Source: an optimization exercise on an open RTL-to-GDS flow (aim: a short achievable clock period and few clock cycles). Production flows keep margins and buffers that such runs may drop.
Function was checked by simulation only, so behaviour that the tests miss may differ from the original.
Power and IR drop assume default switching activity.

== alpha ==
==> flow/design.v (excerpt) <==
module SingleCycle_MIPS(
    clk,
    rst_n,
    IR_addr,
    IR,
    ReadDataMem,
    CEN,
    WEN,
    A,
    ReadData2,
    OEN
);
export LEC_CHECK = 0
export ABC_AREA = 1
export CAP_MARGIN = 20
export CORE_MARGIN = 2
export CORE_UTILIZATION = 40
export CTS_CLUSTER_DIAMETER = 150
export CTS_CLUSTER_SIZE = 25
export SETUP_SLACK_MARGIN = 5.0
export SLEW_MARGIN = 20
create_clock -name core_clock -period 7.5 [get_ports {clk}]
run.sh (not shown) runs the stock make flow with config.mk's settings and CLKGATE_MAP_FILE= SYNTH_SCRIPT=/design/flow/synth_recipe.tcl, a recipe that flattens the netlist after the stock synthesis.
Testbench counts of alpha, summed over its fixed seeds: cycles 80,589.
### alpha -> beta
-- flow/design.v --
<<< alpha, line 75
    reg  [1:0]  bu_c;
    reg  [1:0]  pp_F;
    reg  [9:0]  ppc_F;           
    reg         ffh_F;           
    reg  [9:0]  fft_F;           
    reg  [5:0]  ppi_F;
    reg  [9:0]  fpkey, fptgt;
>>> beta, line 75
    reg  [1:0]  bu_c;
    reg  [1:0]  pp_F;
    reg  [9:0]  ppc_F;
    reg  [5:0]  ppi_F;
    reg  [9:0]  fpkey, fptgt;
<<< alpha, line 162
                         (v_R & r_JR)  ? ((v_D & isJAL) ? ras[0] : (v_D & isJR) ? ras[2] : ras[1]) :
                         (v_D & isJAL) ? link[9:0] : (v_D & isJR) ? ras[1] : ras[0];
    reg        fhit_n, fdup;
    reg  [9:0] fpred_n;
    always @(*) begin
        fhit_n = 1'b0; fdup = 1'b0; fpred_n = 10'd0;
        for (k = 0; k < 8; k = k + 1) begin
            if (fv[k] && fkey[k] == pc) begin fhit_n = 1'b1; fpred_n = fpred_n | ftgt[k]; end
            if (fv[k] && fkey[k] == fpkey) fdup = 1'b1;
        end
>>> beta, line 160
                         (v_R & r_JR)  ? ((v_D & isJAL) ? ras[0] : (v_D & isJR) ? ras[2] : ras[1]) :
                         (v_D & isJAL) ? link[9:0] : (v_D & isJR) ? ras[1] : ras[0];
    reg        fhit, fdup;
    reg  [9:0] fpred;
    always @(*) begin
        fhit = 1'b0; fdup = 1'b0; fpred = 10'd0;
        for (k = 0; k < 8; k = k + 1) begin
            if (fv[k] && fkey[k] == pc) begin fhit = 1'b1; fpred = fpred | ftgt[k]; end
            if (fv[k] && fkey[k] == fpkey) fdup = 1'b1;
        end
<<< alpha, line 183
    wire [31:0] nB = byB ? res_E : bmB ? res_M : rf_B;
    wire       pv_F = (pc == ppc_F);                       
    wire       fhit = pv_F & ffh_F;
    wire [9:0] fpred = fft_F;
    wire       pt_F = (IR[31:26] == 6'h04) & pv_F & pp_F[1] & (IR[15:0] != 16'd1);
    wire [10:0] c_bt;
>>> beta, line 181
    wire [31:0] nB = byB ? res_E : bmB ? res_M : rf_B;
    wire       pv_F = (pc == ppc_F);                       
    wire       pt_F = (IR[31:26] == 6'h04) & pv_F & pp_F[1] & (IR[15:0] != 16'd1);
    wire [10:0] c_bt;
<<< alpha, line 194
    wire [9:0] nx1 = brB ? bt_D : nxb;                     
    wire [9:0] pc_nx = beq_eq ? nx1 : nx0;
    wire [5:0] pre_i = pc[5:0] ^ {ghist, 2'b00};
    wire uA = ~(ir_R[31:27] == 5'b00001);    
    wire hzA_n = uA & v_D & wr_D & (ir_R[25:21] == dst_D);
>>> beta, line 190
    wire [9:0] nx1 = brB ? bt_D : nxb;                     
    wire [9:0] pc_nx = beq_eq ? nx1 : nx0;
    wire [5:0] pre_i = pc_seq[5:0] ^ {ghist, 2'b00};
    wire uA = ~(ir_R[31:27] == 5'b00001);    
    wire hzA_n = uA & v_D & wr_D & (ir_R[25:21] == dst_D);
<<< alpha, line 269
        pp_F  <= pht[pre_i];
        ppc_F <= pc_seq;
        ffh_F <= fhit_n;
        fft_F <= fpred_n;
        ppi_F <= pre_i;
        isR   <= r_R;
>>> beta, line 265
        pp_F  <= pht[pre_i];
        ppc_F <= pc_seq;
        ppi_F <= pre_i;
        isR   <= r_R;
<<< alpha, line 301
        ir_D <= ir_R;
        pc_D <= pc_R;
        fpkey <= pc - 10'd2;
        fptgt <= IR[9:0];
        if (fpend && !fdup) begin
>>> beta, line 295
        ir_D <= ir_R;
        pc_D <= pc_R;
        fpkey <= pc - 10'd1;
        fptgt <= IR[9:0];
        if (fpend && !fdup) begin
[summary]
Area: beta vs alpha -> beta larger
beta reports a higher XOR/XNOR share of the synthesized area than alpha does.
As far as multiplexer area fraction after synthesis is concerned, beta and alpha perform about the same.
beta — via count normalized by instance count 0.080 lower, alpha as reference
On total power consumption of the routed design, alpha beats beta.
[compare] base=alpha new=beta: combinational power up 18%; initial antenna violation count down 6; leakage power shows an increase of about 2.4%; measured slew at the worst slew-check pin has increased; global-route usage rose by 1.6 points.
alpha → beta: synthesis-to-finish area growth climbed 1.9 points, setup slack dropped 0.038 ns.
Testbench counts of beta, summed over its fixed seeds: cycles 80,631.

## what the ideal ports hide
Ports are ideal in the flow. The routed layouts listed here were re-timed in OpenROAD.
Step 1, drivers: a clkbuf_16 drives clk and a buf_2 each remaining input, both assumed.
Step 2 also shifts input and output timing later by t, the mid clock arrival at the registers, as if the neighbouring blocks saw the same clock.
Slacks: no drivers / after step 1 / after step 2; pairs: no drivers / after step 1.
run | t (ns) | setup WS [ns] | clock arrival spread, ns | worst slew at a driven data input, ns | pins driven straight from the clock port
alpha | 0.891 | 4.652 / 4.559 / 3.958 | 0.071 / 0.072 | 0.23 | 1
beta | 0.925 | 4.613 / 4.568 / 3.997 | 0.051 / 0.051 | 0.11 | 1
After both steps every run listed still meets setup and hold. For alpha, which loses most, drivers alone change the setup slack by -0.093 ns; drivers and shift together by -0.694 ns.
